Source: an optimization exercise on an open RTL-to-GDS flow (aim: a short achievable clock period and few clock cycles). Production flows keep margins and buffers that such runs may drop. RTL that was checked went through simulation tests only; none was proved equivalent to the original. Power figures rest on the tool's default switching activity, not on a simulated workload.

==> flow/design.v <==
module Regs(
    input clk,
    input [4:0] Rs1_addr,
    input [4:0] Rs2_addr,
    input [4:0] Wt_addr,
    input [31:0] Wt_data,
    input RegWrite,
    output [31:0] Rs1_data,
    output [31:0] Rs2_data
    );
    reg [31:0] r [1:31];
    assign Rs1_data = (Rs1_addr == 5'd0) ? 32'b0 : r[Rs1_addr];
    assign Rs2_data = (Rs2_addr == 5'd0) ? 32'b0 : r[Rs2_addr];
    always @(posedge clk) begin
        if (RegWrite && Wt_addr != 5'd0)
            r[Wt_addr] <= Wt_data;
    end
endmodule
`timescale 1ns / 1ps
module SCPU(
    input clk,
    input rst,
    input [31:0] inst_in,
    input [31:0] Data_in,
    output [3:0] RAM_mask,
    output [31:0] Data_out,
    output [31:0] Addr_out,
    output        MemWrite,
    output [31:0] PC_out
    );
reg  [31:0] PC;
reg         d_valid, d_bp;
reg  [31:0] d_inst, d_pc;
reg  [31:0] e_rs1v, e_rs2v, e_imm, e_kval, e_altpc;
reg  [4:0]  e_rd;
reg  [1:0]  e_w;
reg         e_we, e_load, e_store, e_bimm, e_lu, e_kn, e_skip1;
reg         e_fa_m, e_fa_w, e_fb_m, e_fb_w;
reg         s_add, s_sub, s_sll, s_sr, s_sra, s_slt, s_sltu, s_xor, s_or, s_and, s_k;
reg         c_eq, c_ne, c_lt, c_ge, c_ltu, c_geu, c_jalr;
reg  [31:0] m_res;
reg  [4:0]  m_rd;
reg         m_we, m_load;
reg  [2:0]  m_f3;
reg         m_store;
reg  [31:0] m_sdata;
reg  [3:0]  m_mask;
reg  [31:0] w_val;
reg  [4:0]  w_rd;
reg         w_we;
assign PC_out   = PC;
assign Addr_out = m_res;
assign MemWrite = m_store;
assign Data_out = m_sdata;
assign RAM_mask = m_mask;
reg [31:0] m_ld;
always @(*) begin
    case (m_f3)
        3'd0: case (m_res[1:0])
                2'd0: m_ld = {{24{Data_in[7]}},  Data_in[7:0]};
                2'd1: m_ld = {{24{Data_in[15]}}, Data_in[15:8]};
                2'd2: m_ld = {{24{Data_in[23]}}, Data_in[23:16]};
                default: m_ld = {{24{Data_in[31]}}, Data_in[31:24]};
              endcase
        3'd1: m_ld = m_res[1] ? {{16{Data_in[31]}}, Data_in[31:16]} : {{16{Data_in[15]}}, Data_in[15:0]};
        3'd4: case (m_res[1:0])
                2'd0: m_ld = {24'b0, Data_in[7:0]};
                2'd1: m_ld = {24'b0, Data_in[15:8]};
                2'd2: m_ld = {24'b0, Data_in[23:16]};
                default: m_ld = {24'b0, Data_in[31:24]};
              endcase
        3'd5: m_ld = m_res[1] ? {16'b0, Data_in[31:16]} : {16'b0, Data_in[15:0]};
        default: m_ld = Data_in;
    endcase
end
wire [4:0] d_opc = d_inst[6:2];
wire [4:0] d_rs1 = d_inst[19:15];
wire [4:0] d_rs2 = d_inst[24:20];
wire [4:0] d_rd  = d_inst[11:7];
wire [2:0] d_f3  = d_inst[14:12];
wire is_lui   = d_opc == 5'b01101;
wire is_auipc = d_opc == 5'b00101;
wire is_jal   = d_opc == 5'b11011;
wire is_jalr  = d_opc == 5'b11001;
wire is_br    = d_opc == 5'b11000;
wire is_load  = d_opc == 5'b00000;
wire is_store = d_opc == 5'b01000;
wire is_opimm = d_opc == 5'b00100;
wire is_op    = d_opc == 5'b01100;
wire is_alu   = is_op | is_opimm;
wire uses1 = is_jalr | is_br | is_load | is_store | is_alu;
wire uses2 = is_br | is_store | is_op;
wire d_we  = (is_lui | is_auipc | is_jal | is_jalr | is_load | is_alu) & (d_rd != 5'd0);
wire [31:0] immI = {{20{d_inst[31]}}, d_inst[31:20]};
wire [31:0] immS = {{20{d_inst[31]}}, d_inst[31:25], d_inst[11:7]};
wire [31:0] immB = {{19{d_inst[31]}}, d_inst[31], d_inst[7], d_inst[30:25], d_inst[11:8], 1'b0};
wire [31:0] immJ = {{11{d_inst[31]}}, d_inst[31], d_inst[19:12], d_inst[20], d_inst[30:21], 1'b0};
wire [31:0] immU = {d_inst[31:12], 12'b0};
wire [31:0] d_tgt = d_pc + (is_jal ? immJ : is_auipc ? immU : immB);
wire [31:0] d_pc4 = d_pc + 32'd4;
wire [31:0] rf1, rf2;
Regs U1(
    .clk(clk),
    .Rs1_addr(d_rs1),
    .Rs2_addr(d_rs2),
    .Wt_addr(w_rd),
    .Wt_data(w_val),
    .RegWrite(w_we),
    .Rs1_data(rf1),
    .Rs2_data(rf2)
);
wire [31:0] d_rs1v = (w_we && w_rd == d_rs1) ? w_val : rf1;
wire [31:0] d_rs2v = (w_we && w_rd == d_rs2) ? w_val : rf2;
wire stall = d_valid & e_load &
             ((uses1 & e_rd == d_rs1) | (uses2 & e_rd == d_rs2));
wire d_pred = is_br & d_inst[31];
wire want_br = is_jal | d_pred;
wire fa_m = e_we & (e_rd == d_rs1);
wire fa_w = m_we & (m_rd == d_rs1);
wire fb_m = e_we & (e_rd == d_rs2);
wire fb_w = m_we & (m_rd == d_rs2);
wire jf_ok = is_jalr & ((fa_m & e_kn) | (~fa_m & fa_w & ~m_load));
wire [31:0] jf_sum = (fa_m ? e_kval : m_res) + immI;
wire [31:0] id_target = {jf_sum[31:1], 1'b0};
wire id_go = d_valid & ~stall & jf_ok & ~d_bp;
wire i_jal = inst_in[6:0] == 7'b1101111;
wire i_bbr = (inst_in[6:0] == 7'b1100011) & inst_in[31];
wire [31:0] i_tj = PC + {{11{inst_in[31]}}, inst_in[31], inst_in[19:12], inst_in[20], inst_in[30:21], 1'b0};
wire [31:0] i_tb = PC + {{19{inst_in[31]}}, inst_in[31], inst_in[7], inst_in[30:25], inst_in[11:8], 1'b0};
wire        i_jalr = inst_in[6:0] == 7'b1100111;
wire [31:0] d_kv   = is_auipc ? d_tgt : immU;
wire        i_fuse = i_jalr & d_valid & (is_auipc | is_lui) & (d_rd != 5'd0) &
                     (d_rd == inst_in[19:15]) & ~x_squash;
wire [31:0] i_tr   = d_kv + {{20{inst_in[31]}}, inst_in[31:20]};
wire        i_pred = i_jal | i_bbr | i_fuse;
wire [31:0] i_next = i_jal ? i_tj : i_bbr ? i_tb : i_fuse ? {i_tr[31:1], 1'b0} : PC + 32'd4;
wire [31:0] ea = e_fa_m ? m_res : e_fa_w ? w_val : e_rs1v;
wire [31:0] eb = e_fb_m ? m_res : e_fb_w ? w_val : e_rs2v;
wire [31:0] bop = e_bimm ? e_imm : eb;
wire [31:0] sum  = ea + bop;
wire [31:0] dif  = ea - eb;
wire        slt  = $signed(ea) < $signed(bop);
wire        sltu = ea < bop;
wire [31:0] sll  = ea << bop[4:0];
wire [32:0] sra_in = {s_sra & ea[31], ea};
wire [32:0] sr33 = $signed(sra_in) >>> bop[4:0];
wire [31:0] srx  = sr33[31:0];
wire [31:0] alu = ({32{s_add}}  & sum)
                | ({32{s_sub}}  & dif)
                | ({32{s_sll}}  & sll)
                | ({32{s_sr}}   & srx)
                | ({32{s_xor}}  & (ea ^ bop))
                | ({32{s_or}}   & (ea | bop))
                | ({32{s_and}}  & (ea & bop))
                | ({32{s_k}}    & e_kval)
                | {31'b0, (s_slt & slt) | (s_sltu & sltu)};
wire beq  = ea == eb;
wire blt  = $signed(ea) < $signed(eb);
wire bltu = ea < eb;
wire x_cond = (c_eq & beq) | (c_ne & ~beq) | (c_lt & blt) | (c_ge & ~blt) |
              (c_ltu & bltu) | (c_geu & ~bltu);
wire x_squash   = x_cond & e_skip1 & d_valid & ~d_bp;
wire x_redirect = (x_cond & ~(e_skip1 & d_valid & ~d_bp)) | c_jalr;
wire id_redirect = id_go & ~x_squash;
wire [31:0] jt = ea + e_imm;
wire [31:0] x_target = c_jalr ? {jt[31:1], 1'b0} : e_altpc;
wire [31:0] sdata = (e_w == 2'd0) ? {4{eb[7:0]}} :
                    (e_w == 2'd1) ? {2{eb[15:0]}} : eb;
wire [3:0]  smask = (e_w == 2'd0) ? (4'b0001 << sum[1:0]) :
                    (e_w == 2'd1) ? (sum[1] ? 4'b1100 : 4'b0011) : 4'b1111;
wire [2:0] bf = d_pred ? {d_f3[2:1], ~d_f3[0]} : d_f3;    
wire       v_in = d_valid & ~stall & ~x_redirect & ~x_squash;
wire       alu_add = (is_alu & d_f3 == 3'd0 & ~(is_op & d_inst[30])) | is_load | is_store;
always @(posedge clk or posedge rst) begin
    if (rst) begin
        PC      <= 32'b0;
        d_valid <= 1'b0;
        e_we    <= 1'b0;
        e_load  <= 1'b0;
        e_store <= 1'b0;
        c_eq    <= 1'b0;
        c_ne    <= 1'b0;
        c_lt    <= 1'b0;
        c_ge    <= 1'b0;
        c_ltu   <= 1'b0;
        c_geu   <= 1'b0;
        c_jalr  <= 1'b0;
        m_store <= 1'b0;
        m_we    <= 1'b0;
        w_we    <= 1'b0;
    end else begin
        if (x_redirect) begin
            PC      <= x_target;
            d_valid <= 1'b0;
        end else if (stall) begin
            PC      <= PC;
        end else if (id_redirect) begin
            PC      <= id_target;
            d_valid <= 1'b0;
        end else begin
            PC      <= i_next;
            d_valid <= 1'b1;
        end
        e_we    <= v_in & d_we;
        e_load  <= v_in & is_load;
        e_store <= v_in & is_store;
        c_eq    <= v_in & is_br & (bf == 3'd0);
        c_ne    <= v_in & is_br & (bf == 3'd1);
        c_lt    <= v_in & is_br & (bf == 3'd4);
        c_ge    <= v_in & is_br & (bf == 3'd5);
        c_ltu   <= v_in & is_br & (bf == 3'd6);
        c_geu   <= v_in & is_br & (bf == 3'd7);
        c_jalr  <= v_in & is_jalr & ~jf_ok & ~d_bp;
        m_we    <= e_we;
        m_store <= e_store;
        w_we    <= m_we;
    end
end
always @(posedge clk) begin
    if (!stall) begin
        d_inst <= inst_in;
        d_pc   <= PC;
        d_bp   <= i_pred;
    end
    e_rs1v  <= d_rs1v;
    e_rs2v  <= d_rs2v;
    e_imm   <= is_store ? immS : immI;
    e_kval  <= is_lui ? immU : is_auipc ? d_tgt : d_pc4;
    e_altpc <= (is_br & ~d_inst[31]) ? d_tgt : d_pc4;
    e_rd    <= d_rd;
    e_w     <= d_f3[1:0];
    e_lu    <= d_f3[2];
    e_bimm  <= ~(is_op | is_br);
    e_fa_m  <= fa_m;
    e_fa_w  <= fa_w;
    e_fb_m  <= fb_m;
    e_fb_w  <= fb_w;
    s_add   <= alu_add;
    s_sub   <= is_op & d_f3 == 3'd0 & d_inst[30];
    s_sll   <= is_alu & d_f3 == 3'd1;
    s_slt   <= is_alu & d_f3 == 3'd2;
    s_sltu  <= is_alu & d_f3 == 3'd3;
    s_xor   <= is_alu & d_f3 == 3'd4;
    s_sr    <= is_alu & d_f3 == 3'd5;
    s_sra   <= d_inst[30];
    s_or    <= is_alu & d_f3 == 3'd6;
    s_and   <= is_alu & d_f3 == 3'd7;
    s_k     <= is_lui | is_auipc | is_jal | is_jalr;
    e_kn    <= is_lui | is_auipc | is_jal | is_jalr;
    e_skip1 <= is_br & (immB == 32'd8);
    m_res   <= alu;
    m_rd    <= e_rd;
    m_load  <= e_load;
    m_f3    <= {e_lu, e_w};
    m_sdata <= sdata;
    m_mask  <= smask;
    w_val   <= m_load ? m_ld : m_res;
    w_rd    <= m_rd;
end
endmodule
clock: 15.0 ns
lec_check: 0
abc_clock_period_in_ps: 4000
cap_margin: 20
core_margin: 2
core_utilization: 40
place_density: 0.6
setup_slack_margin: 5
slew_margin: 20
standard.sh (not shown) runs the stock make flow with config.mk's settings and CLKGATE_MAP_FILE= SYNTH_SCRIPT=/design/flow/synth_recipe.tcl, a recipe that flattens the netlist after the stock synthesis.
==> flow/flow/run.sh <==
#!/bin/bash
# Standard ORFS flow; timing repair aims for slack MARGIN ns beyond the clock period
set -euo pipefail
MARGIN=${MARGIN:-11}
bash standard.sh SETUP_SLACK_MARGIN=$MARGIN finish > flow_make.log 2>&1
The starting point completed without violations.
Then changed:
--- a/flow/design.v
+++ b/flow/design.v
@@ -29,10 +29,14 @@
     output [31:0] PC_out
     );
 reg  [31:0] PC;
 reg         d_valid, d_bp;
 reg  [31:0] d_inst, d_pc;
+reg  [3:0]  bt_v;
+reg  [1:0]  bt_ptr;
+reg  [31:2] bt_pc [0:3];
+reg  [31:2] bt_tg [0:3];
 reg  [31:0] e_rs1v, e_rs2v, e_imm, e_kval, e_altpc;
 reg  [4:0]  e_rd;
 reg  [1:0]  e_w;
 reg         e_we, e_load, e_store, e_bimm, e_lu, e_kn, e_skip1;
 reg         e_fa_m, e_fa_w, e_fb_m, e_fb_w;
@@ -119,23 +123,26 @@
 wire fa_w = m_we & (m_rd == d_rs1);
 wire fb_m = e_we & (e_rd == d_rs2);
 wire fb_w = m_we & (m_rd == d_rs2);
 wire jf_ok = is_jalr & ((fa_m & e_kn) | (~fa_m & fa_w & ~m_load));
 wire [31:0] jf_sum = (fa_m ? e_kval : m_res) + immI;
-wire [31:0] id_target = {jf_sum[31:1], 1'b0};
-wire id_go = d_valid & ~stall & jf_ok & ~d_bp;
-wire i_jal = inst_in[6:0] == 7'b1101111;
-wire i_bbr = (inst_in[6:0] == 7'b1100011) & inst_in[31];
-wire [31:0] i_tj = PC + {{11{inst_in[31]}}, inst_in[31], inst_in[19:12], inst_in[20], inst_in[30:21], 1'b0};
-wire [31:0] i_tb = PC + {{19{inst_in[31]}}, inst_in[31], inst_in[7], inst_in[30:25], inst_in[11:8], 1'b0};
-wire        i_jalr = inst_in[6:0] == 7'b1100111;
-wire [31:0] d_kv   = is_auipc ? d_tgt : immU;
-wire        i_fuse = i_jalr & d_valid & (is_auipc | is_lui) & (d_rd != 5'd0) &
-                     (d_rd == inst_in[19:15]) & ~x_squash;
-wire [31:0] i_tr   = d_kv + {{20{inst_in[31]}}, inst_in[31:20]};
-wire        i_pred = i_jal | i_bbr | i_fuse;
-wire [31:0] i_next = i_jal ? i_tj : i_bbr ? i_tb : i_fuse ? {i_tr[31:1], 1'b0} : PC + 32'd4;
+wire want = want_br | jf_ok;
+wire [31:0] id_target = jf_ok ? {jf_sum[31:1], 1'b0} : want_br ? d_tgt : d_pc4;
+wire id_go = d_valid & ~stall & (d_bp ? ~want_br : want);
+wire bt_ins = d_valid & ~stall & ~d_bp & want_br;
+reg         bt_hit;
+reg  [31:2] bt_tgt;
+integer bi;
+always @(*) begin
+    bt_hit = 1'b0;
+    bt_tgt = 30'b0;
+    for (bi = 0; bi < 4; bi = bi + 1)
+        if (bt_v[bi] && bt_pc[bi] == PC[31:2]) begin
+            bt_hit = 1'b1;
+            bt_tgt = bt_tgt | bt_tg[bi];
+        end
+end
 wire [31:0] ea = e_fa_m ? m_res : e_fa_w ? w_val : e_rs1v;
 wire [31:0] eb = e_fb_m ? m_res : e_fb_w ? w_val : e_rs2v;
 wire [31:0] bop = e_bimm ? e_imm : eb;
 wire [31:0] sum  = ea + bop;
 wire [31:0] dif  = ea - eb;
@@ -173,10 +180,12 @@
 wire       alu_add = (is_alu & d_f3 == 3'd0 & ~(is_op & d_inst[30])) | is_load | is_store;
 always @(posedge clk or posedge rst) begin
     if (rst) begin
         PC      <= 32'b0;
         d_valid <= 1'b0;
+        bt_v    <= 4'b0;
+        bt_ptr  <= 2'b0;
         e_we    <= 1'b0;
         e_load  <= 1'b0;
         e_store <= 1'b0;
         c_eq    <= 1'b0;
         c_ne    <= 1'b0;
@@ -196,33 +205,41 @@
             PC      <= PC;
         end else if (id_redirect) begin
             PC      <= id_target;
             d_valid <= 1'b0;
         end else begin
-            PC      <= i_next;
+            PC      <= bt_hit ? {bt_tgt, 2'b00} : PC + 32'd4;
             d_valid <= 1'b1;
+        end
+        if (bt_ins & ~x_redirect & ~x_squash) begin
+            bt_v[bt_ptr] <= 1'b1;
+            bt_ptr <= bt_ptr + 2'd1;
         end
         e_we    <= v_in & d_we;
         e_load  <= v_in & is_load;
         e_store <= v_in & is_store;
         c_eq    <= v_in & is_br & (bf == 3'd0);
         c_ne    <= v_in & is_br & (bf == 3'd1);
         c_lt    <= v_in & is_br & (bf == 3'd4);
         c_ge    <= v_in & is_br & (bf == 3'd5);
         c_ltu   <= v_in & is_br & (bf == 3'd6);
         c_geu   <= v_in & is_br & (bf == 3'd7);
-        c_jalr  <= v_in & is_jalr & ~jf_ok & ~d_bp;
+        c_jalr  <= v_in & is_jalr & ~jf_ok;
         m_we    <= e_we;
         m_store <= e_store;
         w_we    <= m_we;
     end
 end
 always @(posedge clk) begin
     if (!stall) begin
         d_inst <= inst_in;
         d_pc   <= PC;
-        d_bp   <= i_pred;
+        d_bp   <= bt_hit;
+    end
+    if (bt_ins) begin
+        bt_pc[bt_ptr] <= d_pc[31:2];
+        bt_tg[bt_ptr] <= d_tgt[31:2];
     end
     e_rs1v  <= d_rs1v;
     e_rs2v  <= d_rs2v;
     e_imm   <= is_store ? immS : immI;
     e_kval  <= is_lui ? immU : is_auipc ? d_tgt : d_pc4;
Result:
- setup slack gets better by 1200 ps
- worst hold slack gets better by 18 ps
- synthesized area increases by 7.2%
- utilization decreases by 0.55 points
- total power increases by 13%
- design area increases by 6.1%
- first-iteration DRC count decreases by 6.8%
- clock skew hardly moves
- sequential share of layout area increases by 4.7 points
- fmax increases by 26%
- via count decreases by 0.36%
- critical path depth increases by 5
- global-route usage decreases by 2.2 points
- sequential cell count increases by 246
Testbench counts after the change, summed over its fixed seeds: cycles 60,095.
Only the layout flow was run in the first run of this note; the RTL was not checked for function there.

==> re-timing with driven ports <==
The results above use ideal ports. As a check the final layouts listed here were re-extracted and re-timed, cells and wires unchanged. Step 1, drivers: a clkbuf_16 drives clk and a buf_2 each remaining input, both assumed. Step 2 adds t to the input delays and takes it off the output delays; t is the mean of the earliest and latest rising clock arrival at the registers after step 1. Input paths then give back, and output paths get back, about the clock's delay inside the block. a / b / c = ideal ports / drivers / drivers and shift; a / b = the first two.
run	shift t [ns]	setup WS [ns]	hold slack, ns
the first run	0.899	9.157 / 9.181 / 8.320	0.332 / 0.332 / 0.332
the second run	0.923	10.376 / 10.376 / 10.083	0.349 / 0.349 / 0.349
After both steps every run listed still meets setup and hold. For the first run, which loses most, drivers alone change the setup slack by +0.024 ns; drivers and shift together by -0.837 ns.
